This is an optimization exercise on Yosys and OpenROAD, whose aim is small area, a short achievable clock period and few clock cycles per item, not a production implementation. Only simulation tests tie the RTL to the original design; equivalence was not proved.

===== design/flow/design.v =====
module fir_top (
    input  wire       clk,
    input  wire       resetN,
    input  wire       sampleClk,
    input  wire [7:0] sample,
    output reg  [7:0] sum,
    output reg        dav
);
   reg [7:0] h1, h2, h3, h4, h5, h6, h7, h8;
   reg [8:0] s23, s14, s16;
   reg [9:0] m3;
   reg [19:0] t1, t2;
   reg [3:0] ic;
   wire busy = ~ic[3] | ~ic[2];
   wire en = sampleClk | busy;
   wire [7:0] xin = busy ? 8'd0 : sample;
   wire s_1, c_2;
   ha us_1 (h1[0], h2[0], s_1, c_2);
   wire s_3, c_4;
   ha us_3 (h1[1], h2[1], s_3, c_4);
   wire s_5, c_6;
   ha us_5 (h1[2], h2[2], s_5, c_6);
   wire s_7, c_8;
   ha us_7 (h1[3], h2[3], s_7, c_8);
   wire s_9, c_10;
   ha us_9 (h1[4], h2[4], s_9, c_10);
   wire s_11, c_12;
   ha us_11 (h1[5], h2[5], s_11, c_12);
   wire s_13, c_14;
   ha us_13 (h1[6], h2[6], s_13, c_14);
   wire s_15, c_16;
   ha us_15 (h1[7], h2[7], s_15, c_16);
   wire s_17, c_18;
   ha us_17 (h1[7], h2[7], s_17, c_18);
   wire G_19 = c_4 | (s_3 & c_2);
   wire G_21 = c_6 | (s_5 & c_4);
   wire P_22 = s_5 & s_3;
   wire G_23 = c_8 | (s_7 & c_6);
   wire P_24 = s_7 & s_5;
   wire G_25 = c_10 | (s_9 & c_8);
   wire P_26 = s_9 & s_7;
   wire G_27 = c_12 | (s_11 & c_10);
   wire P_28 = s_11 & s_9;
   wire G_29 = c_14 | (s_13 & c_12);
   wire P_30 = s_13 & s_11;
   wire G_31 = c_16 | (s_15 & c_14);
   wire P_32 = s_15 & s_13;
   wire G_33 = c_18 | (s_17 & c_16);
   wire P_34 = s_17 & s_15;
   wire G_35 = G_21 | (P_22 & c_2);
   wire G_37 = G_23 | (P_24 & G_19);
   wire G_39 = G_25 | (P_26 & G_21);
   wire P_40 = P_26 & P_22;
   wire G_41 = G_27 | (P_28 & G_23);
   wire P_42 = P_28 & P_24;
   wire G_43 = G_29 | (P_30 & G_25);
   wire P_44 = P_30 & P_26;
   wire G_45 = G_31 | (P_32 & G_27);
   wire P_46 = P_32 & P_28;
   wire G_47 = G_33 | (P_34 & G_29);
   wire P_48 = P_34 & P_30;
   wire G_49 = G_39 | (P_40 & c_2);
   wire G_51 = G_41 | (P_42 & G_19);
   wire G_53 = G_43 | (P_44 & G_35);
   wire G_55 = G_45 | (P_46 & G_37);
   wire G_57 = G_47 | (P_48 & G_39);
   wire P_58 = P_48 & P_40;
   wire G_59 = G_57 | (P_58 & c_2);
   wire [8:0] s23n;
   assign s23n[0] = ~(s_1);
   assign s23n[1] = ~(s_3 ^ c_2);
   assign s23n[2] = ~(s_5 ^ G_19);
   assign s23n[3] = ~(s_7 ^ G_35);
   assign s23n[4] = ~(s_9 ^ G_37);
   assign s23n[5] = ~(s_11 ^ G_49);
   assign s23n[6] = ~(s_13 ^ G_51);
   assign s23n[7] = ~(s_15 ^ G_53);
   assign s23n[8] = s_17 ^ G_55;
   wire s_61, c_62;
   ha us_61 (xin[0], h3[0], s_61, c_62);
   wire s_63, c_64;
   ha us_63 (xin[1], h3[1], s_63, c_64);
   wire s_65, c_66;
   ha us_65 (xin[2], h3[2], s_65, c_66);
   wire s_67, c_68;
   ha us_67 (xin[3], h3[3], s_67, c_68);
   wire s_69, c_70;
   ha us_69 (xin[4], h3[4], s_69, c_70);
   wire s_71, c_72;
   ha us_71 (xin[5], h3[5], s_71, c_72);
   wire s_73, c_74;
   ha us_73 (xin[6], h3[6], s_73, c_74);
   wire s_75, c_76;
   ha us_75 (xin[7], h3[7], s_75, c_76);
   wire s_77, c_78;
   ha us_77 (xin[7], h3[7], s_77, c_78);
   wire G_79 = c_64 | (s_63 & c_62);
   wire G_81 = c_66 | (s_65 & c_64);
   wire P_82 = s_65 & s_63;
   wire G_83 = c_68 | (s_67 & c_66);
   wire P_84 = s_67 & s_65;
   wire G_85 = c_70 | (s_69 & c_68);
   wire P_86 = s_69 & s_67;
   wire G_87 = c_72 | (s_71 & c_70);
   wire P_88 = s_71 & s_69;
   wire G_89 = c_74 | (s_73 & c_72);
   wire P_90 = s_73 & s_71;
   wire G_91 = c_76 | (s_75 & c_74);
   wire P_92 = s_75 & s_73;
   wire G_93 = c_78 | (s_77 & c_76);
   wire P_94 = s_77 & s_75;
   wire G_95 = G_81 | (P_82 & c_62);
   wire G_97 = G_83 | (P_84 & G_79);
   wire G_99 = G_85 | (P_86 & G_81);
   wire P_100 = P_86 & P_82;
   wire G_101 = G_87 | (P_88 & G_83);
   wire P_102 = P_88 & P_84;
   wire G_103 = G_89 | (P_90 & G_85);
   wire P_104 = P_90 & P_86;
   wire G_105 = G_91 | (P_92 & G_87);
   wire P_106 = P_92 & P_88;
   wire G_107 = G_93 | (P_94 & G_89);
   wire P_108 = P_94 & P_90;
   wire G_109 = G_99 | (P_100 & c_62);
   wire G_111 = G_101 | (P_102 & G_79);
   wire G_113 = G_103 | (P_104 & G_95);
   wire G_115 = G_105 | (P_106 & G_97);
   wire G_117 = G_107 | (P_108 & G_99);
   wire P_118 = P_108 & P_100;
   wire G_119 = G_117 | (P_118 & c_62);
   wire [8:0] s14n;
   assign s14n[0] = ~(s_61);
   assign s14n[1] = ~(s_63 ^ c_62);
   assign s14n[2] = ~(s_65 ^ G_79);
   assign s14n[3] = ~(s_67 ^ G_95);
   assign s14n[4] = ~(s_69 ^ G_97);
   assign s14n[5] = ~(s_71 ^ G_109);
   assign s14n[6] = ~(s_73 ^ G_111);
   assign s14n[7] = ~(s_75 ^ G_113);
   assign s14n[8] = s_77 ^ G_115;
   wire s_121, c_122;
   ha us_121 (xin[0], h5[0], s_121, c_122);
   wire s_123, c_124;
   ha us_123 (xin[1], h5[1], s_123, c_124);
   wire s_125, c_126;
   ha us_125 (xin[2], h5[2], s_125, c_126);
   wire s_127, c_128;
   ha us_127 (xin[3], h5[3], s_127, c_128);
   wire s_129, c_130;
   ha us_129 (xin[4], h5[4], s_129, c_130);
   wire s_131, c_132;
   ha us_131 (xin[5], h5[5], s_131, c_132);
   wire s_133, c_134;
   ha us_133 (xin[6], h5[6], s_133, c_134);
   wire s_135, c_136;
   ha us_135 (xin[7], h5[7], s_135, c_136);
   wire s_137, c_138;
   ha us_137 (xin[7], h5[7], s_137, c_138);
   wire G_139 = c_124 | (s_123 & c_122);
   wire G_141 = c_126 | (s_125 & c_124);
   wire P_142 = s_125 & s_123;
   wire G_143 = c_128 | (s_127 & c_126);
   wire P_144 = s_127 & s_125;
   wire G_145 = c_130 | (s_129 & c_128);
   wire P_146 = s_129 & s_127;
   wire G_147 = c_132 | (s_131 & c_130);
   wire P_148 = s_131 & s_129;
   wire G_149 = c_134 | (s_133 & c_132);
   wire P_150 = s_133 & s_131;
   wire G_151 = c_136 | (s_135 & c_134);
   wire P_152 = s_135 & s_133;
   wire G_153 = c_138 | (s_137 & c_136);
   wire P_154 = s_137 & s_135;
   wire G_155 = G_141 | (P_142 & c_122);
   wire G_157 = G_143 | (P_144 & G_139);
   wire G_159 = G_145 | (P_146 & G_141);
   wire P_160 = P_146 & P_142;
   wire G_161 = G_147 | (P_148 & G_143);
   wire P_162 = P_148 & P_144;
   wire G_163 = G_149 | (P_150 & G_145);
   wire P_164 = P_150 & P_146;
   wire G_165 = G_151 | (P_152 & G_147);
   wire P_166 = P_152 & P_148;
   wire G_167 = G_153 | (P_154 & G_149);
   wire P_168 = P_154 & P_150;
   wire G_169 = G_159 | (P_160 & c_122);
   wire G_171 = G_161 | (P_162 & G_139);
   wire G_173 = G_163 | (P_164 & G_155);
   wire G_175 = G_165 | (P_166 & G_157);
   wire G_177 = G_167 | (P_168 & G_159);
   wire P_178 = P_168 & P_160;
   wire G_179 = G_177 | (P_178 & c_122);
   wire [8:0] s16n;
   assign s16n[0] = ~(s_121);
   assign s16n[1] = ~(s_123 ^ c_122);
   assign s16n[2] = ~(s_125 ^ G_139);
   assign s16n[3] = ~(s_127 ^ G_155);
   assign s16n[4] = ~(s_129 ^ G_157);
   assign s16n[5] = ~(s_131 ^ G_169);
   assign s16n[6] = ~(s_133 ^ G_171);
   assign s16n[7] = ~(s_135 ^ G_173);
   assign s16n[8] = s_137 ^ G_175;
   wire s_181, c_182;
   ha us_181 (xin[1], xin[0], s_181, c_182);
   wire s_183, c_184;
   ha us_183 (xin[2], xin[1], s_183, c_184);
   wire s_185, c_186;
   ha us_185 (xin[3], xin[2], s_185, c_186);
   wire s_187, c_188;
   ha us_187 (xin[4], xin[3], s_187, c_188);
   wire s_189, c_190;
   ha us_189 (xin[5], xin[4], s_189, c_190);
   wire s_191, c_192;
   ha us_191 (xin[6], xin[5], s_191, c_192);
   wire s_193, c_194;
   ha us_193 (xin[7], xin[6], s_193, c_194);
   wire s_195, c_196;
   ha us_195 (xin[7], xin[7], s_195, c_196);
   wire s_197, c_198;
   ha us_197 (xin[7], xin[7], s_197, c_198);
   wire G_199 = c_182 | (s_181 & 1'b0);
   wire G_201 = c_184 | (s_183 & c_182);
   wire P_202 = s_183 & s_181;
   wire G_203 = c_186 | (s_185 & c_184);
   wire P_204 = s_185 & s_183;
   wire G_205 = c_188 | (s_187 & c_186);
   wire P_206 = s_187 & s_185;
   wire G_207 = c_190 | (s_189 & c_188);
   wire P_208 = s_189 & s_187;
   wire G_209 = c_192 | (s_191 & c_190);
   wire P_210 = s_191 & s_189;
   wire G_211 = c_194 | (s_193 & c_192);
   wire P_212 = s_193 & s_191;
   wire G_213 = c_196 | (s_195 & c_194);
   wire P_214 = s_195 & s_193;
   wire G_215 = c_198 | (s_197 & c_196);
   wire P_216 = s_197 & s_195;
   wire G_217 = G_201 | (P_202 & 1'b0);
   wire G_219 = G_203 | (P_204 & G_199);
   wire G_221 = G_205 | (P_206 & G_201);
   wire P_222 = P_206 & P_202;
   wire G_223 = G_207 | (P_208 & G_203);
   wire P_224 = P_208 & P_204;
   wire G_225 = G_209 | (P_210 & G_205);
   wire P_226 = P_210 & P_206;
   wire G_227 = G_211 | (P_212 & G_207);
   wire P_228 = P_212 & P_208;
   wire G_229 = G_213 | (P_214 & G_209);
   wire P_230 = P_214 & P_210;
   wire G_231 = G_215 | (P_216 & G_211);
   wire P_232 = P_216 & P_212;
   wire G_233 = G_221 | (P_222 & 1'b0);
   wire G_235 = G_223 | (P_224 & G_199);
   wire G_237 = G_225 | (P_226 & G_217);
   wire G_239 = G_227 | (P_228 & G_219);
   wire G_241 = G_229 | (P_230 & G_221);
   wire P_242 = P_230 & P_222;
   wire G_243 = G_231 | (P_232 & G_223);
   wire P_244 = P_232 & P_224;
   wire G_245 = G_241 | (P_242 & 1'b0);
   wire G_247 = G_243 | (P_244 & G_199);
   wire [9:0] m3n;
   assign m3n[0] = ~(xin[0]);
   assign m3n[1] = ~(s_181 ^ 1'b0);
   assign m3n[2] = ~(s_183 ^ G_199);
   assign m3n[3] = ~(s_185 ^ G_217);
   assign m3n[4] = ~(s_187 ^ G_219);
   assign m3n[5] = ~(s_189 ^ G_233);
   assign m3n[6] = ~(s_191 ^ G_235);
   assign m3n[7] = ~(s_193 ^ G_237);
   assign m3n[8] = ~(s_195 ^ G_239);
   assign m3n[9] = s_197 ^ G_245;
   wire s_249, c_250;
   fa us_249 (~s23[0], s14[1], 1'b1, s_249, c_250);
   wire s_251, c_252;
   fa us_251 (~s23[1], s14[2], s14[0], s_251, c_252);
   wire s_253, c_254;
   fa us_253 (~s23[2], s23[0], 1'b1, s_253, c_254);
   wire s_255, c_256;
   fa us_255 (s14[3], s14[1], c_252, s_255, c_256);
   wire s_257, c_258;
   fa us_257 (~s23[3], s23[1], 1'b1, s_257, c_258);
   wire s_259, c_260;
   fa us_259 (s14[4], s14[2], s14[0], s_259, c_260);
   wire s_261, c_262;
   fa us_261 (c_254, s_257, s_259, s_261, c_262);
   wire s_263, c_264;
   fa us_263 (~s23[4], s23[2], s14[5], s_263, c_264);
   wire s_265, c_266;
   fa us_265 (s14[3], s14[1], c_258, s_265, c_266);
   wire s_267, c_268;
   fa us_267 (c_260, s_263, c_262, s_267, c_268);
   wire s_269, c_270;
   fa us_269 (~s23[5], s23[3], s14[6], s_269, c_270);
   wire s_271, c_272;
   fa us_271 (s14[4], s14[2], c_264, s_271, c_272);
   wire s_273, c_274;
   fa us_273 (s_269, c_266, s_271, s_273, c_274);
   wire s_275, c_276;
   fa us_275 (~s23[6], s23[4], s23[0], s_275, c_276);
   wire s_277, c_278;
   fa us_277 (s14[7], s14[5], s14[3], s_277, c_278);
   wire s_279, c_280;
   fa us_279 (c_270, s_275, s_277, s_279, c_280);
   wire s_281, c_282;
   ha us_281 (c_272, s_279, s_281, c_282);
   wire s_283, c_284;
   fa us_283 (~s23[7], s23[5], 1'b1, s_283, c_284);
   wire s_285, c_286;
   fa us_285 (s23[1], s14[8], s14[6], s_285, c_286);
   wire s_287, c_288;
   fa us_287 (s14[4], ~s14[0], c_276, s_287, c_288);
   wire s_289, c_290;
   fa us_289 (c_278, s_283, s_285, s_289, c_290);
   wire s_291, c_292;
   fa us_291 (c_280, s_287, s_289, s_291, c_292);
   wire s_293, c_294;
   fa us_293 (~s23[8], s23[6], s23[2], s_293, c_294);
   wire s_295, c_296;
   fa us_295 (s14[7], s14[5], ~s14[1], s_295, c_296);
   wire s_297, c_298;
   fa us_297 (c_284, c_286, s_293, s_297, c_298);
   wire s_299, c_300;
   fa us_299 (s_295, c_288, c_290, s_299, c_300);
   wire s_301, c_302;
   fa us_301 (s_297, c_292, s_299, s_301, c_302);
   wire s_303, c_304;
   fa us_303 (s23[7], s23[3], 1'b1, s_303, c_304);
   wire s_305, c_306;
   fa us_305 (~s23[0], s14[8], s14[6], s_305, c_306);
   wire s_307, c_308;
   fa us_307 (~s14[2], c_294, c_296, s_307, c_308);
   wire s_309, c_310;
   fa us_309 (s_303, s_305, c_298, s_309, c_310);
   wire s_311, c_312;
   fa us_311 (s_307, c_300, s_309, s_311, c_312);
   wire s_313, c_314;
   fa us_313 (s23[8], s23[4], s14[7], s_313, c_314);
   wire s_315, c_316;
   fa us_315 (s23[1], s14[3], ~c_304, s_315, c_316);
   wire s_317, c_318;
   fa us_317 (c_306, s_313, c_308, s_317, c_318);
   wire s_319, c_320;
   fa us_319 (~s_315, c_310, s_317, s_319, c_320);
   wire s_321, c_322;
   fa us_321 (s23[5], ~s23[2], s14[8], s_321, c_322);
   wire s_323, c_324;
   fa us_323 (~s14[4], c_314, s_321, s_323, c_324);
   wire s_325, c_326;
   fa us_325 (~c_316, s_323, c_318, s_325, c_326);
   wire s_327, c_328;
   fa us_327 (s23[6], ~s23[3], 1'b1, s_327, c_328);
   wire s_329, c_330;
   fa us_329 (~s14[5], c_322, s_327, s_329, c_330);
   wire s_331, c_332;
   ha us_331 (c_324, s_329, s_331, c_332);
   wire s_333, c_334;
   fa us_333 (s23[7], ~s23[4], 1'b1, s_333, c_334);
   wire s_335, c_336;
   fa us_335 (~s14[6], c_328, s_333, s_335, c_336);
   wire s_337, c_338;
   ha us_337 (c_330, s_335, s_337, c_338);
   wire s_339, c_340;
   fa us_339 (s23[8], ~s23[5], 1'b1, s_339, c_340);
   wire s_341, c_342;
   fa us_341 (~s14[7], c_334, s_339, s_341, c_342);
   wire s_343, c_344;
   ha us_343 (c_336, s_341, s_343, c_344);
   wire s_345, c_346;
   ha us_345 (s23[6], s14[8], s_345, c_346);
   wire s_347, c_348;
   fa us_347 (~s_345, c_340, c_342, s_347, c_348);
   wire s_349, c_350;
   xr xs_349 (s23[7], c_346, s_349);
   nr ns_349 (s23[7], c_346, c_350);
   wire s_351, c_352;
   ha us_351 (s14[0], 1'b1, s_351, c_352);
   wire s_353, c_354;
   ha us_353 (c_250, s_251, s_353, c_354);
   wire s_355, c_356;
   ha us_355 (s_253, s_255, s_355, c_356);
   wire s_357, c_358;
   ha us_357 (c_256, s_261, s_357, c_358);
   wire s_359, c_360;
   ha us_359 (s_265, s_267, s_359, c_360);
   wire s_361, c_362;
   ha us_361 (c_268, s_273, s_361, c_362);
   wire s_363, c_364;
   ha us_363 (c_274, s_281, s_363, c_364);
   wire s_365, c_366;
   ha us_365 (c_282, s_291, s_365, c_366);
   wire s_367, c_368;
   ha us_367 (c_302, s_311, s_367, c_368);
   wire s_369, c_370;
   ha us_369 (c_312, s_319, s_369, c_370);
   wire s_371, c_372;
   ha us_371 (c_320, s_325, s_371, c_372);
   wire s_373, c_374;
   ha us_373 (c_326, s_331, s_373, c_374);
   wire s_375, c_376;
   ha us_375 (c_332, s_337, s_375, c_376);
   wire s_377, c_378;
   ha us_377 (c_338, s_343, s_377, c_378);
   wire s_379, c_380;
   ha us_379 (c_344, s_347, s_379, c_380);
   wire s_381, c_382;
   ha us_381 (c_348, s_349, s_381, c_382);
   wire s_383, c_384;
   xr xs_383 (s23[8], c_350, s_383);
   anb ns_383 (s23[8], c_350, c_384);
   wire G_385 = 1'b0 | (s_249 & c_352);
   wire G_387 = c_354 | (s_353 & 1'b0);
   wire P_388 = s_353 & s_249;
   wire G_389 = c_356 | (s_355 & c_354);
   wire P_390 = s_355 & s_353;
   wire G_391 = c_358 | (s_357 & c_356);
   wire P_392 = s_357 & s_355;
   wire G_393 = c_360 | (s_359 & c_358);
   wire P_394 = s_359 & s_357;
   wire G_395 = c_362 | (s_361 & c_360);
   wire P_396 = s_361 & s_359;
   wire G_397 = c_364 | (s_363 & c_362);
   wire P_398 = s_363 & s_361;
   wire G_399 = c_366 | (s_365 & c_364);
   wire P_400 = s_365 & s_363;
   wire G_401 = 1'b0 | (s_301 & c_366);
   wire P_402 = s_301 & s_365;
   wire G_403 = c_368 | (s_367 & 1'b0);
   wire P_404 = s_367 & s_301;
   wire G_405 = c_370 | (s_369 & c_368);
   wire P_406 = s_369 & s_367;
   wire G_407 = c_372 | (s_371 & c_370);
   wire P_408 = s_371 & s_369;
   wire G_409 = c_374 | (s_373 & c_372);
   wire P_410 = s_373 & s_371;
   wire G_411 = c_376 | (s_375 & c_374);
   wire P_412 = s_375 & s_373;
   wire G_413 = c_378 | (s_377 & c_376);
   wire P_414 = s_377 & s_375;
   wire G_415 = c_380 | (s_379 & c_378);
   wire P_416 = s_379 & s_377;
   wire G_417 = c_382 | (s_381 & c_380);
   wire P_418 = s_381 & s_379;
   wire G_419 = c_384 | (~s_383 & c_382);
   wire P_420 = ~s_383 & s_381;
   wire G_421 = 1'b0 | (1'b1 & c_384);
   wire P_422 = 1'b1 & ~s_383;
   wire G_423 = G_387 | (P_388 & c_352);
   wire G_425 = G_389 | (P_390 & G_385);
   wire G_427 = G_391 | (P_392 & G_387);
   wire P_428 = P_392 & P_388;
   wire G_429 = G_393 | (P_394 & G_389);
   wire P_430 = P_394 & P_390;
   wire G_431 = G_395 | (P_396 & G_391);
   wire P_432 = P_396 & P_392;
   wire G_433 = G_397 | (P_398 & G_393);
   wire P_434 = P_398 & P_394;
   wire G_435 = G_399 | (P_400 & G_395);
   wire P_436 = P_400 & P_396;
   wire G_437 = G_401 | (P_402 & G_397);
   wire P_438 = P_402 & P_398;
   wire G_439 = G_403 | (P_404 & G_399);
   wire P_440 = P_404 & P_400;
   wire G_441 = G_405 | (P_406 & G_401);
   wire P_442 = P_406 & P_402;
   wire G_443 = G_407 | (P_408 & G_403);
   wire P_444 = P_408 & P_404;
   wire G_445 = G_409 | (P_410 & G_405);
   wire P_446 = P_410 & P_406;
   wire G_447 = G_411 | (P_412 & G_407);
   wire P_448 = P_412 & P_408;
   wire G_449 = G_413 | (P_414 & G_409);
   wire P_450 = P_414 & P_410;
   wire G_451 = G_415 | (P_416 & G_411);
   wire P_452 = P_416 & P_412;
   wire G_453 = G_417 | (P_418 & G_413);
   wire P_454 = P_418 & P_414;
   wire G_455 = G_419 | (P_420 & G_415);
   wire P_456 = P_420 & P_416;
   wire G_457 = G_421 | (P_422 & G_417);
   wire P_458 = P_422 & P_418;
   wire G_459 = G_427 | (P_428 & c_352);
   wire G_461 = G_429 | (P_430 & G_385);
   wire G_463 = G_431 | (P_432 & G_423);
   wire G_465 = G_433 | (P_434 & G_425);
   wire G_467 = G_435 | (P_436 & G_427);
   wire P_468 = P_436 & P_428;
   wire G_469 = G_437 | (P_438 & G_429);
   wire P_470 = P_438 & P_430;
   wire G_471 = G_439 | (P_440 & G_431);
   wire P_472 = P_440 & P_432;
   wire G_473 = G_441 | (P_442 & G_433);
   wire P_474 = P_442 & P_434;
   wire G_475 = G_443 | (P_444 & G_435);
   wire P_476 = P_444 & P_436;
   wire G_477 = G_445 | (P_446 & G_437);
   wire P_478 = P_446 & P_438;
   wire G_479 = G_447 | (P_448 & G_439);
   wire P_480 = P_448 & P_440;
   wire G_481 = G_449 | (P_450 & G_441);
   wire P_482 = P_450 & P_442;
   wire G_483 = G_451 | (P_452 & G_443);
   wire P_484 = P_452 & P_444;
   wire G_485 = G_453 | (P_454 & G_445);
   wire P_486 = P_454 & P_446;
   wire G_487 = G_455 | (P_456 & G_447);
   wire P_488 = P_456 & P_448;
   wire G_489 = G_457 | (P_458 & G_449);
   wire P_490 = P_458 & P_450;
   wire G_491 = G_467 | (P_468 & c_352);
   wire G_493 = G_469 | (P_470 & G_385);
   wire G_495 = G_471 | (P_472 & G_423);
   wire G_497 = G_473 | (P_474 & G_425);
   wire G_499 = G_475 | (P_476 & G_459);
   wire G_501 = G_477 | (P_478 & G_461);
   wire G_503 = G_479 | (P_480 & G_463);
   wire G_505 = G_481 | (P_482 & G_465);
   wire G_507 = G_483 | (P_484 & G_467);
   wire P_508 = P_484 & P_468;
   wire G_509 = G_485 | (P_486 & G_469);
   wire P_510 = P_486 & P_470;
   wire G_511 = G_487 | (P_488 & G_471);
   wire P_512 = P_488 & P_472;
   wire G_513 = G_489 | (P_490 & G_473);
   wire P_514 = P_490 & P_474;
   wire G_515 = G_507 | (P_508 & c_352);
   wire G_517 = G_509 | (P_510 & G_385);
   wire G_519 = G_511 | (P_512 & G_423);
   wire G_521 = G_513 | (P_514 & G_425);
   wire [19:0] t2n;
   assign t2n[0] = s_351;
   assign t2n[1] = s_249 ^ c_352;
   assign t2n[2] = s_353 ^ G_385;
   assign t2n[3] = s_355 ^ G_423;
   assign t2n[4] = s_357 ^ G_425;
   assign t2n[5] = s_359 ^ G_459;
   assign t2n[6] = s_361 ^ G_461;
   assign t2n[7] = s_363 ^ G_463;
   assign t2n[8] = s_365 ^ G_465;
   assign t2n[9] = s_301 ^ G_491;
   assign t2n[10] = s_367 ^ G_493;
   assign t2n[11] = s_369 ^ G_495;
   assign t2n[12] = s_371 ^ G_497;
   assign t2n[13] = s_373 ^ G_499;
   assign t2n[14] = s_375 ^ G_501;
   assign t2n[15] = s_377 ^ G_503;
   assign t2n[16] = s_379 ^ G_505;
   assign t2n[17] = s_381 ^ G_515;
   assign t2n[18] = ~s_383 ^ G_517;
   assign t2n[19] = ~(1'b1 ^ G_519);
   wire s_523, c_524;
   fa us_523 (t2[2], s16[0], ~h7[2], s_523, c_524);
   wire s_525, c_526;
   fa us_525 (t2[3], s16[1], h7[0], s_525, c_526);
   wire s_527, c_528;
   fa us_527 (~h7[3], h8[0], c_524, s_527, c_528);
   wire s_529, c_530;
   fa us_529 (t2[4], s16[2], s16[0], s_529, c_530);
   wire s_531, c_532;
   fa us_531 (~h7[4], h7[1], h8[1], s_531, c_532);
   wire s_533, c_534;
   fa us_533 (c_526, s_529, s_531, s_533, c_534);
   wire s_535, c_536;
   fa us_535 (t2[5], s16[3], s16[1], s_535, c_536);
   wire s_537, c_538;
   fa us_537 (h7[5], ~h7[2], h7[0], s_537, c_538);
   wire s_539, c_540;
   fa us_539 (h8[2], c_530, c_532, s_539, c_540);
   wire s_541, c_542;
   fa us_541 (s_535, ~s_537, c_534, s_541, c_542);
   wire s_543, c_544;
   fa us_543 (t2[6], s16[4], s16[2], s_543, c_544);
   wire s_545, c_546;
   fa us_545 (s16[0], h7[3], h8[3], s_545, c_546);
   wire s_547, c_548;
   fa us_547 (h7[6], h7[1], ~c_536, s_547, c_548);
   wire s_549, c_550;
   fa us_549 (~c_538, s_543, s_545, s_549, c_550);
   wire s_551, c_552;
   fa us_551 (c_540, ~s_547, s_549, s_551, c_552);
   wire s_553, c_554;
   fa us_553 (t2[7], s16[5], s16[3], s_553, c_554);
   wire s_555, c_556;
   fa us_555 (s16[1], h7[7], h7[4], s_555, c_556);
   wire s_557, c_558;
   fa us_557 (~h7[2], h8[4], c_544, s_557, c_558);
   wire s_559, c_560;
   fa us_559 (c_546, s_553, s_555, s_559, c_560);
   wire s_561, c_562;
   fa us_561 (~c_548, c_550, s_557, s_561, c_562);
   wire s_563, c_564;
   fa us_563 (s_559, c_552, s_561, s_563, c_564);
   wire s_565, c_566;
   fa us_565 (t2[8], s16[6], s16[4], s_565, c_566);
   wire s_567, c_568;
   fa us_567 (s16[2], h7[5], h8[5], s_567, c_568);
   wire s_569, c_570;
   fa us_569 (~h7[3], c_554, c_556, s_569, c_570);
   wire s_571, c_572;
   fa us_571 (s_565, s_567, c_558, s_571, c_572);
   wire s_573, c_574;
   fa us_573 (c_560, s_569, c_562, s_573, c_574);
   wire s_575, c_576;
   fa us_575 (s_571, c_564, s_573, s_575, c_576);
   wire s_577, c_578;
   fa us_577 (t2[9], s16[7], s16[5], s_577, c_578);
   wire s_579, c_580;
   fa us_579 (s16[3], h7[6], h8[6], s_579, c_580);
   wire s_581, c_582;
   fa us_581 (~h7[4], c_566, c_568, s_581, c_582);
   wire s_583, c_584;
   fa us_583 (s_577, s_579, c_570, s_583, c_584);
   wire s_585, c_586;
   fa us_585 (s_581, c_572, s_583, s_585, c_586);
   wire s_587, c_588;
   ha us_587 (c_574, s_585, s_587, c_588);
   wire s_589, c_590;
   fa us_589 (t2[10], s16[8], s16[6], s_589, c_590);
   wire s_591, c_592;
   fa us_591 (~s16[4], h7[7], h7[5], s_591, c_592);
   wire s_593, c_594;
   fa us_593 (~h8[7], c_578, c_580, s_593, c_594);
   wire s_595, c_596;
   fa us_595 (s_589, ~s_591, c_582, s_595, c_596);
   wire s_597, c_598;
   fa us_597 (s_593, c_584, s_595, s_597, c_598);
   wire s_599, c_600;
   ha us_599 (c_586, s_597, s_599, c_600);
   wire s_601, c_602;
   fa us_601 (t2[11], s16[7], s16[5], s_601, c_602);
   wire s_603, c_604;
   fa us_603 (h7[6], ~c_590, c_592, s_603, c_604);
   wire s_605, c_606;
   fa us_605 (s_601, c_594, ~s_603, s_605, c_606);
   wire s_607, c_608;
   fa us_607 (c_596, s_605, c_598, s_607, c_608);
   wire s_609, c_610;
   fa us_609 (t2[12], s16[8], s16[6], s_609, c_610);
   wire s_611, c_612;
   fa us_611 (h7[7], c_602, s_609, s_611, c_612);
   wire s_613, c_614;
   fa us_613 (~c_604, s_611, c_606, s_613, c_614);
   wire s_615, c_616;
   fa us_615 (t2[13], s16[7], c_610, s_615, c_616);
   wire s_617, c_618;
   ha us_617 (c_612, s_615, s_617, c_618);
   wire s_619, c_620;
   fa us_619 (t2[14], s16[8], c_616, s_619, c_620);
   wire s_621, c_622;
   xr xs_621 (t2[0], h7[0], s_621);
   anb ns_621 (h7[0], t2[0], c_622);
   wire s_623, c_624;
   xr xs_623 (t2[1], h7[1], s_623);
   anb ns_623 (h7[1], t2[1], c_624);
   wire s_625, c_626;
   ha us_625 (s_525, s_527, s_625, c_626);
   wire s_627, c_628;
   ha us_627 (c_528, s_533, s_627, c_628);
   wire s_629, c_630;
   ha us_629 (s_539, s_541, s_629, c_630);
   wire s_631, c_632;
   ha us_631 (c_542, s_551, s_631, c_632);
   wire s_633, c_634;
   ha us_633 (c_576, s_587, s_633, c_634);
   wire s_635, c_636;
   ha us_635 (c_588, s_599, s_635, c_636);
   wire s_637, c_638;
   ha us_637 (c_600, s_607, s_637, c_638);
   wire s_639, c_640;
   ha us_639 (c_608, s_613, s_639, c_640);
   wire s_641, c_642;
   ha us_641 (c_614, s_617, s_641, c_642);
   wire s_643, c_644;
   ha us_643 (c_618, s_619, s_643, c_644);
   wire s_645, c_646;
   ha us_645 (t2[15], c_620, s_645, c_646);
   wire G_647 = c_624 | (~s_623 & c_622);
   wire G_649 = 1'b0 | (s_523 & c_624);
   wire P_650 = s_523 & ~s_623;
   wire G_651 = c_626 | (s_625 & 1'b0);
   wire P_652 = s_625 & s_523;
   wire G_653 = c_628 | (s_627 & c_626);
   wire P_654 = s_627 & s_625;
   wire G_655 = c_630 | (s_629 & c_628);
   wire P_656 = s_629 & s_627;
   wire G_657 = c_632 | (s_631 & c_630);
   wire P_658 = s_631 & s_629;
   wire G_659 = 1'b0 | (s_563 & c_632);
   wire P_660 = s_563 & s_631;
   wire G_661 = 1'b0 | (s_575 & 1'b0);
   wire P_662 = s_575 & s_563;
   wire G_663 = c_634 | (s_633 & 1'b0);
   wire P_664 = s_633 & s_575;
   wire G_665 = c_636 | (s_635 & c_634);
   wire P_666 = s_635 & s_633;
   wire G_667 = c_638 | (s_637 & c_636);
   wire P_668 = s_637 & s_635;
   wire G_669 = c_640 | (s_639 & c_638);
   wire P_670 = s_639 & s_637;
   wire G_671 = c_642 | (s_641 & c_640);
   wire P_672 = s_641 & s_639;
   wire G_673 = c_644 | (s_643 & c_642);
   wire P_674 = s_643 & s_641;
   wire G_675 = c_646 | (s_645 & c_644);
   wire P_676 = s_645 & s_643;
   wire G_677 = 1'b0 | (t2[16] & c_646);
   wire P_678 = t2[16] & s_645;
   wire G_679 = 1'b0 | (t2[17] & 1'b0);
   wire P_680 = t2[17] & t2[16];
   wire G_681 = 1'b0 | (t2[18] & 1'b0);
   wire P_682 = t2[18] & t2[17];
   wire G_683 = 1'b0 | (t2[19] & 1'b0);
   wire P_684 = t2[19] & t2[18];
   wire G_685 = G_649 | (P_650 & c_622);
   wire G_687 = G_651 | (P_652 & G_647);
   wire G_689 = G_653 | (P_654 & G_649);
   wire P_690 = P_654 & P_650;
   wire G_691 = G_655 | (P_656 & G_651);
   wire P_692 = P_656 & P_652;
   wire G_693 = G_657 | (P_658 & G_653);
   wire P_694 = P_658 & P_654;
   wire G_695 = G_659 | (P_660 & G_655);
   wire P_696 = P_660 & P_656;
   wire G_697 = G_661 | (P_662 & G_657);
   wire P_698 = P_662 & P_658;
   wire G_699 = G_663 | (P_664 & G_659);
   wire P_700 = P_664 & P_660;
   wire G_701 = G_665 | (P_666 & G_661);
   wire P_702 = P_666 & P_662;
   wire G_703 = G_667 | (P_668 & G_663);
   wire P_704 = P_668 & P_664;
   wire G_705 = G_669 | (P_670 & G_665);
   wire P_706 = P_670 & P_666;
   wire G_707 = G_671 | (P_672 & G_667);
   wire P_708 = P_672 & P_668;
   wire G_709 = G_673 | (P_674 & G_669);
   wire P_710 = P_674 & P_670;
   wire G_711 = G_675 | (P_676 & G_671);
   wire P_712 = P_676 & P_672;
   wire G_713 = G_677 | (P_678 & G_673);
   wire P_714 = P_678 & P_674;
   wire G_715 = G_679 | (P_680 & G_675);
   wire P_716 = P_680 & P_676;
   wire G_717 = G_681 | (P_682 & G_677);
   wire P_718 = P_682 & P_678;
   wire G_719 = G_683 | (P_684 & G_679);
   wire P_720 = P_684 & P_680;
   wire G_721 = G_689 | (P_690 & c_622);
   wire G_723 = G_691 | (P_692 & G_647);
   wire G_725 = G_693 | (P_694 & G_685);
   wire G_727 = G_695 | (P_696 & G_687);
   wire G_729 = G_697 | (P_698 & G_689);
   wire P_730 = P_698 & P_690;
   wire G_731 = G_699 | (P_700 & G_691);
   wire P_732 = P_700 & P_692;
   wire G_733 = G_701 | (P_702 & G_693);
   wire P_734 = P_702 & P_694;
   wire G_735 = G_703 | (P_704 & G_695);
   wire P_736 = P_704 & P_696;
   wire G_737 = G_705 | (P_706 & G_697);
   wire P_738 = P_706 & P_698;
   wire G_739 = G_707 | (P_708 & G_699);
   wire P_740 = P_708 & P_700;
   wire G_741 = G_709 | (P_710 & G_701);
   wire P_742 = P_710 & P_702;
   wire G_743 = G_711 | (P_712 & G_703);
   wire P_744 = P_712 & P_704;
   wire G_745 = G_713 | (P_714 & G_705);
   wire P_746 = P_714 & P_706;
   wire G_747 = G_715 | (P_716 & G_707);
   wire P_748 = P_716 & P_708;
   wire G_749 = G_717 | (P_718 & G_709);
   wire P_750 = P_718 & P_710;
   wire G_751 = G_719 | (P_720 & G_711);
   wire P_752 = P_720 & P_712;
   wire G_753 = G_729 | (P_730 & c_622);
   wire G_755 = G_731 | (P_732 & G_647);
   wire G_757 = G_733 | (P_734 & G_685);
   wire G_759 = G_735 | (P_736 & G_687);
   wire G_761 = G_737 | (P_738 & G_721);
   wire G_763 = G_739 | (P_740 & G_723);
   wire G_765 = G_741 | (P_742 & G_725);
   wire G_767 = G_743 | (P_744 & G_727);
   wire G_769 = G_745 | (P_746 & G_729);
   wire P_770 = P_746 & P_730;
   wire G_771 = G_747 | (P_748 & G_731);
   wire P_772 = P_748 & P_732;
   wire G_773 = G_749 | (P_750 & G_733);
   wire P_774 = P_750 & P_734;
   wire G_775 = G_751 | (P_752 & G_735);
   wire P_776 = P_752 & P_736;
   wire G_777 = G_769 | (P_770 & c_622);
   wire G_779 = G_771 | (P_772 & G_647);
   wire G_781 = G_773 | (P_774 & G_685);
   wire G_783 = G_775 | (P_776 & G_687);
   wire [19:0] t1n;
   assign t1n[0] = ~s_621;
   assign t1n[1] = ~s_623 ^ c_622;
   assign t1n[2] = s_523 ^ G_647;
   assign t1n[3] = s_625 ^ G_685;
   assign t1n[4] = s_627 ^ G_687;
   assign t1n[5] = s_629 ^ G_721;
   assign t1n[6] = s_631 ^ G_723;
   assign t1n[7] = s_563 ^ G_725;
   assign t1n[8] = s_575 ^ G_727;
   assign t1n[9] = s_633 ^ G_753;
   assign t1n[10] = s_635 ^ G_755;
   assign t1n[11] = s_637 ^ G_757;
   assign t1n[12] = s_639 ^ G_759;
   assign t1n[13] = s_641 ^ G_761;
   assign t1n[14] = s_643 ^ G_763;
   assign t1n[15] = s_645 ^ G_765;
   assign t1n[16] = t2[16] ^ G_767;
   assign t1n[17] = t2[17] ^ G_777;
   assign t1n[18] = t2[18] ^ G_779;
   assign t1n[19] = ~(t2[19] ^ G_781);
   wire s_785, c_786;
   fa us_785 (t1[3], m3[0], ~h1[3], s_785, c_786);
   wire s_787, c_788;
   fa us_787 (t1[4], m3[1], ~h1[4], s_787, c_788);
   wire s_789, c_790;
   fa us_789 (t1[5], m3[2], ~h1[5], s_789, c_790);
   wire s_791, c_792;
   fa us_791 (t1[6], m3[3], ~h1[6], s_791, c_792);
   wire s_793, c_794;
   fa us_793 (t1[7], m3[4], h1[7], s_793, c_794);
   wire s_795, c_796;
   ha us_795 (t1[8], m3[5], s_795, c_796);
   wire s_797, c_798;
   ha us_797 (t1[9], m3[6], s_797, c_798);
   wire s_799, c_800;
   ha us_799 (t1[10], m3[7], s_799, c_800);
   wire s_801, c_802;
   ha us_801 (t1[11], m3[8], s_801, c_802);
   wire s_803, c_804;
   ha us_803 (t1[12], m3[9], s_803, c_804);
   wire s_805, c_806;
   xr xs_805 (t1[0], h1[0], s_805);
   anb ns_805 (h1[0], t1[0], c_806);
   wire s_807, c_808;
   xr xs_807 (t1[1], h1[1], s_807);
   anb ns_807 (h1[1], t1[1], c_808);
   wire s_809, c_810;
   xr xs_809 (t1[2], h1[2], s_809);
   anb ns_809 (h1[2], t1[2], c_810);
   wire s_811, c_812;
   ha us_811 (c_786, s_787, s_811, c_812);
   wire s_813, c_814;
   ha us_813 (c_788, s_789, s_813, c_814);
   wire s_815, c_816;
   ha us_815 (c_790, s_791, s_815, c_816);
   wire s_817, c_818;
   ha us_817 (c_792, s_793, s_817, c_818);
   wire s_819, c_820;
   ha us_819 (c_794, s_795, s_819, c_820);
   wire s_821, c_822;
   ha us_821 (c_796, s_797, s_821, c_822);
   wire s_823, c_824;
   ha us_823 (c_798, s_799, s_823, c_824);
   wire G_825 = c_808 | (~s_807 & c_806);
   wire G_827 = c_810 | (~s_809 & c_808);
   wire P_828 = ~s_809 & ~s_807;
   wire G_829 = 1'b0 | (s_785 & c_810);
   wire P_830 = s_785 & ~s_809;
   wire G_831 = c_812 | (s_811 & 1'b0);
   wire P_832 = s_811 & s_785;
   wire G_833 = c_814 | (s_813 & c_812);
   wire P_834 = s_813 & s_811;
   wire G_835 = c_816 | (s_815 & c_814);
   wire P_836 = s_815 & s_813;
   wire G_837 = c_818 | (s_817 & c_816);
   wire P_838 = s_817 & s_815;
   wire G_839 = c_820 | (s_819 & c_818);
   wire P_840 = s_819 & s_817;
   wire G_841 = c_822 | (s_821 & c_820);
   wire P_842 = s_821 & s_819;
   wire G_843 = c_824 | (s_823 & c_822);
   wire P_844 = s_823 & s_821;
   wire G_845 = 1'b0 | (1'b0 & c_824);
   wire P_846 = 1'b0 & s_823;
   wire G_847 = G_827 | (P_828 & c_806);
   wire G_849 = G_829 | (P_830 & G_825);
   wire G_851 = G_831 | (P_832 & G_827);
   wire P_852 = P_832 & P_828;
   wire G_853 = G_833 | (P_834 & G_829);
   wire P_854 = P_834 & P_830;
   wire G_855 = G_835 | (P_836 & G_831);
   wire P_856 = P_836 & P_832;
   wire G_857 = G_837 | (P_838 & G_833);
   wire P_858 = P_838 & P_834;
   wire G_859 = G_839 | (P_840 & G_835);
   wire P_860 = P_840 & P_836;
   wire G_861 = G_841 | (P_842 & G_837);
   wire P_862 = P_842 & P_838;
   wire G_863 = G_843 | (P_844 & G_839);
   wire P_864 = P_844 & P_840;
   wire G_865 = G_845 | (P_846 & G_841);
   wire P_866 = P_846 & P_842;
   wire G_867 = G_851 | (P_852 & c_806);
   wire G_869 = G_853 | (P_854 & G_825);
   wire G_871 = G_855 | (P_856 & G_847);
   wire G_873 = G_857 | (P_858 & G_849);
   wire G_875 = G_859 | (P_860 & G_851);
   wire P_876 = P_860 & P_852;
   wire G_877 = G_861 | (P_862 & G_853);
   wire P_878 = P_862 & P_854;
   wire G_879 = G_863 | (P_864 & G_855);
   wire P_880 = P_864 & P_856;
   wire G_881 = G_865 | (P_866 & G_857);
   wire P_882 = P_866 & P_858;
   wire G_883 = G_875 | (P_876 & c_806);
   wire G_885 = G_877 | (P_878 & G_825);
   wire G_887 = G_879 | (P_880 & G_847);
   wire G_889 = G_881 | (P_882 & G_849);
   wire [11:0] rl;
   assign rl[0] = ~s_805;
   assign rl[1] = ~s_807 ^ c_806;
   assign rl[2] = ~s_809 ^ G_825;
   assign rl[3] = s_785 ^ G_847;
   assign rl[4] = s_811 ^ G_849;
   assign rl[5] = s_813 ^ G_867;
   assign rl[6] = s_815 ^ G_869;
   assign rl[7] = s_817 ^ G_871;
   assign rl[8] = s_819 ^ G_873;
   assign rl[9] = s_821 ^ G_883;
   assign rl[10] = s_823 ^ G_885;
   assign rl[11] = 1'b0 ^ G_887;
   wire c11 = rl[11];
   wire s_891, c_892;
   ha us_891 (c_800, s_801, s_891, c_892);
   wire s_893, c_894;
   ha us_893 (c_802, s_803, s_893, c_894);
   wire s_895, c_896;
   ha us_895 (t1[13], c_804, s_895, c_896);
   wire G_897 = c_894 | (s_893 & c_892);
   wire G_899 = c_896 | (s_895 & c_894);
   wire P_900 = s_895 & s_893;
   wire G_901 = 1'b0 | (t1[14] & c_896);
   wire P_902 = t1[14] & s_895;
   wire G_903 = 1'b0 | (t1[15] & 1'b0);
   wire P_904 = t1[15] & t1[14];
   wire G_905 = 1'b0 | (t1[16] & 1'b0);
   wire P_906 = t1[16] & t1[15];
   wire G_907 = 1'b0 | (t1[17] & 1'b0);
   wire P_908 = t1[17] & t1[16];
   wire G_909 = 1'b0 | (t1[18] & 1'b0);
   wire P_910 = t1[18] & t1[17];
   wire G_911 = 1'b0 | (t1[19] & 1'b0);
   wire P_912 = t1[19] & t1[18];
   wire G_913 = G_899 | (P_900 & c_892);
   wire G_915 = G_901 | (P_902 & G_897);
   wire G_917 = G_903 | (P_904 & G_899);
   wire P_918 = P_904 & P_900;
   wire G_919 = G_905 | (P_906 & G_901);
   wire P_920 = P_906 & P_902;
   wire G_921 = G_907 | (P_908 & G_903);
   wire P_922 = P_908 & P_904;
   wire G_923 = G_909 | (P_910 & G_905);
   wire P_924 = P_910 & P_906;
   wire G_925 = G_911 | (P_912 & G_907);
   wire P_926 = P_912 & P_908;
   wire G_927 = G_917 | (P_918 & c_892);
   wire G_929 = G_919 | (P_920 & G_897);
   wire G_931 = G_921 | (P_922 & G_913);
   wire G_933 = G_923 | (P_924 & G_915);
   wire G_935 = G_925 | (P_926 & G_917);
   wire P_936 = P_926 & P_918;
   wire G_937 = G_935 | (P_936 & c_892);
   wire [8:0] q;
   assign q[0] = s_891;
   assign q[1] = s_893 ^ c_892;
   assign q[2] = s_895 ^ G_897;
   assign q[3] = t1[14] ^ G_913;
   assign q[4] = t1[15] ^ G_915;
   assign q[5] = t1[16] ^ G_927;
   assign q[6] = t1[17] ^ G_929;
   assign q[7] = t1[18] ^ G_931;
   assign q[8] = t1[19] ^ G_933;
   wire c8, a10;
   lowadd ulo (rl[10:3], sample, c8, a10);
   wire [7:0] vM = q[7:0] - 8'd1;
   wire [7:0] v0 = q[7:0];
   wire [7:0] v1 = q[7:0] + 8'd1;
   wire [7:0] v2 = q[7:0] + 8'd2;
   wire [7:0] v3 = q[7:0] + 8'd3;
   wire signed [8:0] qs = q;
   wire [3:0] sp = {qs >= 9'sd126, qs >= 9'sd127, qs >= 9'sd128, qs >= 9'sd129};
   wire [3:0] sn = {qs < -9'sd130, qs < -9'sd129, qs < -9'sd128, qs < -9'sd127};
   wire [7:0] sumNext;
   outsel usel (c11, c8, sample[7], a10, {v3, v2, v1, v0, vM}, sp, sn, sumNext);
   always @(posedge clk, negedge resetN)
     if (!resetN) begin
        ic <= 4'd0;
        dav <= 1'b0;
     end else begin
        if (busy) ic <= ic + 4'd1;
        dav <= sampleClk & ~busy;
     end
   always @(posedge clk) begin
      sum <= sumNext;
      if (en) begin
         t1 <= t1n; t2 <= t2n;
         s23 <= s23n; s14 <= s14n; s16 <= s16n;
         m3 <= m3n;
         h1 <= xin; h2 <= h1; h3 <= h2; h4 <= h3;
         h5 <= h4; h6 <= h5; h7 <= h6; h8 <= h7;
      end
   end
endmodule
module lowadd (input [7:0] a, input [7:0] b, output c8, output s7);
   wire [8:0] s = {1'b0, a} + {1'b0, b};
   assign c8 = s[8];
   assign s7 = s[7];
endmodule
module outsel (input c11, input c8, input x7, input a10, input [39:0] v,
               input [3:0] sp, input [3:0] sn, output [7:0] o);
   wire [3:0] k;
   assign k[0] = ~c11 & ~c8 & x7;
   assign k[1] = (~c11 & ~c8 & ~x7) | (~c11 & c8 & x7) | (c11 & ~c8 & x7);
   assign k[2] = (~c11 & c8 & ~x7) | (c11 & ~c8 & ~x7) | (c11 & c8 & x7);
   assign k[3] = c11 & c8 & ~x7;
   wire [7:0] w0 = sp[0] ? 8'h7f : sn[0] ? 8'h80 : a10 ? v[15:8] : v[7:0];
   wire [7:0] w1 = sp[1] ? 8'h7f : sn[1] ? 8'h80 : a10 ? v[23:16] : v[15:8];
   wire [7:0] w2 = sp[2] ? 8'h7f : sn[2] ? 8'h80 : a10 ? v[31:24] : v[23:16];
   wire [7:0] w3 = sp[3] ? 8'h7f : sn[3] ? 8'h80 : a10 ? v[39:32] : v[31:24];
   assign o = ({8{k[0]}} & w0) | ({8{k[1]}} & w1) | ({8{k[2]}} & w2) | ({8{k[3]}} & w3);
endmodule
module fa (input a, input b, input c, output s, output co);
   assign s = a ^ b ^ c;
   assign co = (a & b) | (a & c) | (b & c);
endmodule
module ha (input a, input b, output s, output co);
   assign s = a ^ b;
   assign co = a & b;
endmodule
module xr (input a, input b, output y);
   assign y = a ^ b;
endmodule
module nr (input a, input b, output y);
   assign y = ~(a | b);
endmodule
module anb (input a, input b, output y);
   assign y = ~a & b;
endmodule

===== design/flow/run.sh =====
#!/bin/bash
# synth_recipe.tcl (not shown) runs the flow's synth.tcl, then flattens the netlist and writes it again
# the make line also repeats each setting of config.mk as NAME=value (left out here)
make -C /OpenROAD-flow-scripts/flow DESIGN_CONFIG=/design/flow/config.mk WORK_HOME=/design/flow/orfs CLKGATE_MAP_FILE= SYNTH_SCRIPT=/design/flow/synth_recipe.tcl finish

===== design/flow/config.mk =====
export PLATFORM = sky130hd
export DESIGN_NAME = fir_top
export DESIGN_NICKNAME = fir_top
export VERILOG_FILES = /design/flow/design.v
export SDC_FILE = /design/flow/constraint.sdc
export NUM_CORES = 4
export LEC_CHECK = 0
export CAP_MARGIN = 20
export CORE_MARGIN = 2
export CORE_UTILIZATION = 40
export SETUP_SLACK_MARGIN = 5
export SLEW_MARGIN = 20
export SYNTH_HIERARCHICAL = 1

===== design/flow/constraint.sdc =====
create_clock -name core_clock -period 10.0 [get_ports {clk}]
set_input_delay 2.0000 -clock core_clock [delete_from_list [all_inputs] [get_ports {clk}]]
set_output_delay 2.0000 -clock core_clock [all_outputs]
set_load 0.01 [all_outputs]

==> results of run 1 <==
registers in the layout, indices dropped and copies added (netlist names), 9 cells and up:
signal / flops
t1: 20
m3: 10
s14: 9
t2: 20
s16: 9
s23: 9
area by class of cell:
| cell class | count | area, um^2 | area share, % |
|---|---|---|---|
| multi-input cells | 722 | 6760 | 52.4 |
| flip-flops and latches | 154 | 4520 | 35.1 |
| well taps | 384 | 480 | 3.73 |
| clock buffers | 17 | 425 | 3.30 |
| inverters | 88 | 330 | 2.56 |
| repair buffers | 23 | 224 | 1.74 |
| clock inverters | 15 | 154 | 1.19 |
through the flow:
step | cells | hold WS [ps] | instance area [um^2] | util, %
2_1_floorplan | 974 | 400 | 11600 | -
3_3_place_gp | 1371 | 401 | 12300 | 43.0
3_5_place_dp | 1371 | 406 | 12300 | 43.0
4_1_cts | 1403 | 422 | 12900 | 45.0
5_1_grt | 1403 | 429 | 12900 | 45.0
6_report | 1403 | 422 | 12900 | 45.0
modules after synthesis (local to each module, per instance), a selection:
module   flip-flops and latches  times used  cells  area [um^2]
ha                            0          86      1         12.5
nr                            0           1      1         3.75
anb                           0           6      1         13.8
lowadd                        0           1     18          161
fa                            0          96      1         20.0
outsel                        0           1    119          802
fir_top                     154           1    634         7520
cells in the final DEF, fill, tap and decap left out, drive strengths merged, types with 19 or more instances in the layout:
cell type and n:
a21oi 42, clkdlybuf4s50 19, edfxtp 141, fa 96, ha 108, inv 96
mux2i 29, nand2 45, nand3 19, nor2 66, o21ai 59, xnor2 65
xor2 31
cells by family (layout without fill, tap and decap cells):
group           Yosys count  after routing  share of synthesized area (%)
buf+inv                  98            143                           3.37
mux                      31             31                           2.83
other cells               1              9                         0.0323
flops                   154            154                           38.9
xor+xnor                 96             96                           7.59
simple gates            201            201                           8.77
compound gates          181            181                           10.3
fa+ha+maj               204            204                           28.2
synthesized netlist by cell type (all sizes together) (3+ instances only):
library cell    n  area (um^2)
fa             96         1920
a211oi          8         77.6
o21ai          59          318
xnor2          65          592
o211ai         15          118
nor3           11         60.1
dfxtp           8          160
buf             5         42.5
nor2b          14          133
or2             7         43.8
inv            87          327
ha            108         1350
nand3          19         95.1
nand2          45          169
a31oi           6         37.5
and3           11         68.8
nor2           66          250
nand4          11         68.8
mux2i          29          303
edfxtp        141         4230
nand2b          9         56.3
clkbuf          5         18.8
o21a            7         52.6
nor3b           5         52.6
a21o           16          120
a21oi          42          229
dfrtp           5          125
xor2           31          290
o21bai          7         52.6
a22o            3         26.3
final timing paths:
path                         from  endpoint  slack, ps  cells after the start
max                         h1[4]    sum[7]       5290                     18
min                         h6[4]     h7[4]        420                      0
max reg2reg                 h1[4]    sum[7]       5290                     18
min reg2reg                 h6[4]     h7[4]        420                      0
max in group asynchronous  resetN     ic[0]       8020                      1
min in group asynchronous  resetN     ic[2]       1790                      1
layer usage:
layer / up-vias / share of wire [%]
li1: 3494 / -
met1: 3399 / 47
met2: 109 / 47
met3: 29 / 4.3
met4: 0 / 1.6
met5: - / 0
==> impl_metrics.py, run 1 <==
metrics = {
    "clock_tree": {
        "cts_tree": "built",
        "post_cts_resized": 0,
        "hold_buffers": 0,
        "postCtsSetupBuffers": 0,
        "clk_latency_ps": 430,
        "cts_buffers": 17,
        "clkTransAtPathRegs_ps": 70,
        "cts-root-buf": "clkbuf_16",
        "clock_sinks": 154,
        "cts.path.max_buffers": 2,
        "h-tree-depth": 4,
    },
    "synth": {
        "synth_area_per_cell_um2": 12.0,
        "ys_types": 70,
        "ys_ff_latch": 154,
        "syn-cell-area_um2": 11600,
        "synth_warnings": 7,
        "syn_inst": 966,
        "synth_edf_count": 141,
        "synth_ff_type": "edfxtp_1",
        "async_flop_share_pct": 3.25,
        "synth-seq-area-share_pct": 38.9,
    },
    "worst_setup_path": {
        "path_cells": "inv_1, fa_1, ha_1, o211a_1, nor2_1, o21ai_0, o22ai_1, xnor2_1, ha_1, nand4_1, a21oi_1, a2111oi_4, xnor2_2, buf_6, mux2_4, o211ai_2, o41ai_1, a211o_1",
        "cp.buffers_inverters": 2,
        "critPathLaunchType": "register",
        "crit_type": "register to register",
        "cp_top_family": "compound AO/OA/AOI/OAI gates",
        "cp-end-kind": "register",
        "worstPathArrival_ps": 5020,
        "critPathRequiredTime_ps": 10310,
        "slowest_stage": "edfxtp_1",
        "critPathMostFrequentCell": "ha_1",
        "cpPeakStageDelay_ps": 510,
        "critical_path.max_fanout": 35,
    },
    "sta": {
        "rsz0062_at_grt": "no",
        "slew_viol_final": 0,
        "setup_violations": 0,
        "tns_ps": 0,
        "timing.final.crit_share_pct": 47.1,
        "worst_pin_slew_ps": 1070,
        "hold_viol_final": 0,
        "worst_slack_ps": 5290,
        "fin_crit_ps": 4710,
        "skew_ps": 15.9,
        "slew_headroom_pct": 28.7,
        "clock.fmax_mhz": 212,
    },
    "drt": {
        "antenna_left": 0,
        "vias": 7031,
        "drt_iter0_markers": 393,
        "dr.pass1.iters": 4,
        "routedWlPerCell_um": 15.9,
        "wl_mm": 22.4,
        "viasPerCell": 5.01,
        "drc_errors": 0,
    },
    "placement": {
        "hpwl_mm": 17.7,
        "gp_congestion": 0.879,
        "post-place-ws_ps": 4910,
        "port_buffers": 19,
    },
    "flow_run": {
        "cap_violations": 0,
    },
    "global_route": {
        "grt_use_met1_pct": 20.7,
        "first_global_vias": 7286,
        "track_usage_pct": 15.5,
        "gr-usage-met3_pct": 2.45,
        "top_usage_layer": "met2",
        "grt_first_pass_wirelength_mm": 36.8,
        "gr-usage-met2_pct": 25.7,
        "grt_max_degree": 84,
        "grt_remaining_overflow": 0,
        "antenna_found_initial": 0,
    },
    "worst_hold_path": {
        "hold_class": "register to register",
    },
    "status": {
        "status": "no timing/DRC/antenna violations",
    },
    "layout": {
        "nFillCells": 2601,
        "drive_gt1_share_pct": 7.46,
        "diodes": 0,
        "area_growth_pct": 11.0,
        "fin_nets": 1221,
    },
    "floorplan": {
        "start_util_pct": 40.6,
        "die_y_um": 174,
        "ios": 20,
        "die_area_um2": 30400,
        "die_x_um": 174,
        "coreArea_um2": 28600,
        "rows": 62,
    },
}
Testbench counts, summed over its fixed seeds: cycles 12,008, items 12,000.
==> run 2, diff against run 1 <==
--- a/design/flow/config.mk
+++ b/design/flow/config.mk
@@ -9,5 +9,4 @@
 export CORE_MARGIN = 2
 export CORE_UTILIZATION = 40
-export SETUP_SLACK_MARGIN = 5
 export SLEW_MARGIN = 20
 export SYNTH_HIERARCHICAL = 1
==> run 2 against run 1 <==
Critical path depth is the same. Via count increased by 0.14%. Register-to-register slack worse by 190 ps. Critical endpoint unchanged. Final area shrank 0.13%. Still clean. Non-clock buffer count did not move. Global-route usage did not move. Synthesized cell count is the same. Maximum frequency decreased by 4.0%. Routed wire length is essentially flat. Worst hold slack hardly changed.
==> impl_metrics.py, run 2 <==
metrics = {
    "status": {
        "status": "no timing/DRC/antenna violations",
    },
    "worst_setup_path": {
        "critPathMostFrequentCell": "ha_1",
        "cpPeakStageDelay_ps": 560,
        "worstPathArrival_ps": 5220,
        "slowest_stage": "a2111oi_2",
        "startpoint": "h1[4]",
        "path_cells": "inv_1, fa_1, ha_1, o211a_1, nor2_1, o21ai_0, o22ai_1, xnor2_1, ha_1, nand4_1, a21oi_1, a2111oi_2, xnor2_2, buf_4, mux2_4, o211ai_2, o41ai_1, a211o_1",
        "cp-end-kind": "register",
        "critPathRequiredTime_ps": 10310,
        "worstReg2RegEnd": "sum[7]",
        "crit_type": "register to register",
        "critical_path.max_fanout": 35,
        "reg2reg_slack_ps": 5090,
        "worstRegToRegCells": 18,
        "cp_top_family": "compound AO/OA/AOI/OAI gates",
        "critPathLaunchType": "register",
        "cp.buffers_inverters": 2,
        "rr_startpoint": "h1[4]",
    },
    "clock_tree": {
        "cts_buffers": 17,
        "cts.path.max_buffers": 2,
        "postCtsSetupBuffers": 0,
        "clkTransAtPathRegs_ps": 70,
        "clk_latency_ps": 430,
        "clock_sinks": 154,
        "hold_buffers": 0,
        "h-tree-depth": 4,
        "cts-root-buf": "clkbuf_16",
        "cts_tree": "built",
        "post_cts_resized": 0,
    },
    "synth": {
        "synth-seq-area-share_pct": 38.9,
        "ys_types": 70,
        "ys_ff_latch": 154,
        "synth_fa_ha_area_share_pct": 28.2,
        "synth_top_area_share_pct": 36.4,
        "async_flop_share_pct": 3.25,
        "synth_warnings": 7,
        "yosys-top-cells-area": "edfxtp_1 (36%), fa_1 (17%), ha_1 (12%)",
        "syn-cell-area_um2": 11600,
        "muxShareOfSynthArea_pct": 2.83,
        "synthXorXnorAreaFrac_pct": 7.59,
        "synth_area_per_cell_um2": 12.0,
        "synth_edf_count": 141,
        "synth-compound-area-share_pct": 10.3,
        "synth_top_cell_by_area": "edfxtp_1",
        "syn_inst": 966,
        "yosys.cell_count.top_type": "edfxtp_1",
        "yosys.area_share.simple_pct": 8.77,
        "synth_ff_type": "edfxtp_1",
        "synth_top_family_by_area": "adder cells",
        "synth_common_cells": "edfxtp_1 (141), ha_1 (108), fa_1 (96), inv_1 (86), nor2_1 (65)",
    },
    "worst_hold_path": {
        "whs_path_depth": 0,
        "worstHoldEndpoint": "h7[4]",
        "hold_start": "h6[4]",
        "hold_class": "register to register",
    },
    "placement": {
        "port_buffers": 19,
        "numPlacedInstances": 1371,
        "hpwl_mm": 17.7,
        "placed_cell_area_um2": 12300,
        "gp_congestion": 0.879,
    },
    "drt": {
        "antenna_left": 0,
        "dr.pass1.iters": 4,
        "routedWlPerCell_um": 15.9,
        "vias": 7041,
        "drt_iter0_markers": 404,
        "viasPerCell": 5.02,
        "drc_errors": 0,
        "wl_mm": 22.4,
    },
    "floorplan": {
        "die_x_um": 174,
        "ios": 20,
        "coreArea_um2": 28600,
        "start_util_pct": 40.6,
        "die_area_um2": 30400,
        "rows": 62,
        "die_y_um": 174,
    },
    "layout": {
        "layout_commonest_cell": "edfxtp_1",
        "final_area_um2": 12900,
        "nFillCells": 2603,
        "stdcell_count": 1403,
        "reg_top3": "t1: 20 flops, t2: 20 flops, m3: 10 flops",
        "drive_gt1_share_pct": 7.46,
        "fin_nets": 1221,
        "final_util_pct": 45.0,
        "area_growth_pct": 10.8,
        "layout_common_cells": "edfxtp_1 (141), ha_1 (108), fa_1 (96)",
        "diodes": 0,
    },
    "sta": {
        "worst_pin_slew_ps": 1060,
        "hold_viol_final": 0,
        "timing.final.crit_share_pct": 49.1,
        "hold_ws_ps": 422,
        "clock.fmax_mhz": 204,
        "slew_viol_final": 0,
        "skew_ps": 14.9,
        "tns_ps": 0,
        "slew_headroom_pct": 29.0,
        "setup_violations": 0,
        "rsz0062_at_grt": "no",
        "fin_crit_ps": 4910,
    },
    "global_route": {
        "grt_remaining_overflow": 0,
        "grt_max_degree": 84,
        "track_usage_pct": 15.5,
        "first_global_vias": 7286,
        "antenna_found_initial": 0,
        "grt_first_pass_wirelength_mm": 36.8,
    },
    "flow_run": {
        "cap_violations": 0,
    },
}
[run 2: cell counts after synthesis]
No cell type changed its count.
[run 2: logic make-up (layout without fill, tap and decap cells)]
| family | Yosys count | in the layout |
|---|---|---|
| adders and majority gates | 204 | 204 |
| and+or+nand+nor | 201 | 201 |
| AOI/OAI and AO/OA | 181 | 181 |
| DFF | 154 | 154 |
| buffers and inverters | 98 | 143 |
| xor gates and xnor gates | 96 | 96 |
| muxes | 31 | 31 |
| other | 1 | 9 |
[run 2: per-stage QoR]
stage	setup slack, ps
floorplan	5810
detailed placement	4910
finish	5090
global placement	4980
CTS	5020
global route	4780
[run 2: layer usage]
metal | wire, um | track usage [%] | vias to the layer above
met3 | 1140 | 2.45 | 27
met5 | 0 | 0 | -
li1 | - | - | 3493
met2 | 10600 | 25.7 | 117
met4 | 346 | 5.22 | 0
met1 | 10300 | 20.7 | 3404
[run 2: layout make-up]
| cell class | instances | area, um^2 | area share [%] |
|---|---|---|---|
| tap | 384 | 480 | 3.73 |
| timing repair buffer | 23 | 220 | 1.71 |
| clock buffer | 17 | 425 | 3.30 |
| inverter | 88 | 330 | 2.57 |
| clock inverter | 15 | 154 | 1.20 |
| sequential | 154 | 4520 | 35.1 |
| multi-input combinational | 722 | 6750 | 52.4 |
[run 2: Yosys stat by module (local to each module, per instance)]
| module | flip-flops and latches | cell area [um^2] | cells |
|---|---|---|---|
| anb | 0 | 13.8 | 1 |
| fa | 0 | 20.0 | 1 |
| fir_top | 154 | 7520 | 634 |
| ha | 0 | 12.5 | 1 |
| lowadd | 0 | 161 | 18 |
| nr | 0 | 3.75 | 1 |
| outsel | 0 | 802 | 119 |
| xr | 0 | 8.76 | 1 |
[run 2: worst register-to-register path, stage by stage (launching register included)]
cell and delay [ps]:
edfxtp_1 510, inv_1 120, fa_1 410, ha_1 320, o211a_1 170, nor2_1 60
o21ai_0 370, o22ai_1 180, xnor2_1 160, ha_1 340, nand4_1 110, a21oi_1 60
a2111oi_2 560, xnor2_2 160, buf_4 450, mux2_4 350, o211ai_2 130, o41ai_1 90
a211o_1 250
[run 2: worst max path at each step]
| stage | endpoint | depth (start not counted) | slack [ps] |
|---|---|---|---|
| after floorplan | t1[18] | 13 | 5810 |
| after CTS | sum[7] | 18 | 5020 |
| after global placement | sum[7] | 11 | 4980 |
| after global routing | sum[7] | 18 | 4780 |
| final | sum[7] | 18 | 5090 |
| after detailed placement | sum[7] | 11 | 4910 |

port drivers added, routing unchanged:
Ports are ideal in the flow. The routed layouts listed here were re-timed in OpenROAD. Step 1 sets driving cells, clkbuf_16 on the clock port and buf_2 on the other inputs (assumed; they add their load-dependent delay and slew). Step 2, shift: input delay + t, output delay - t, t = (earliest + latest rising clock arrival at the registers) / 2. This alone moves slack from input paths to output paths. Three values: ideal ports, drivers, drivers and shift; two values: the first two.
run	shift t [ns]	setup WS [ns]	slew at the worst register clock pin (ns)
run 1	0.465	5.287 / 5.287 / 5.083	0.08 / 0.08
run 2	0.466	5.093 / 5.093 / 4.927	0.08 / 0.08
After both steps every run listed still meets setup and hold. The setup slack of run 1, which loses most, moves by 0.000 ns with the drivers and by -0.204 ns with both steps.
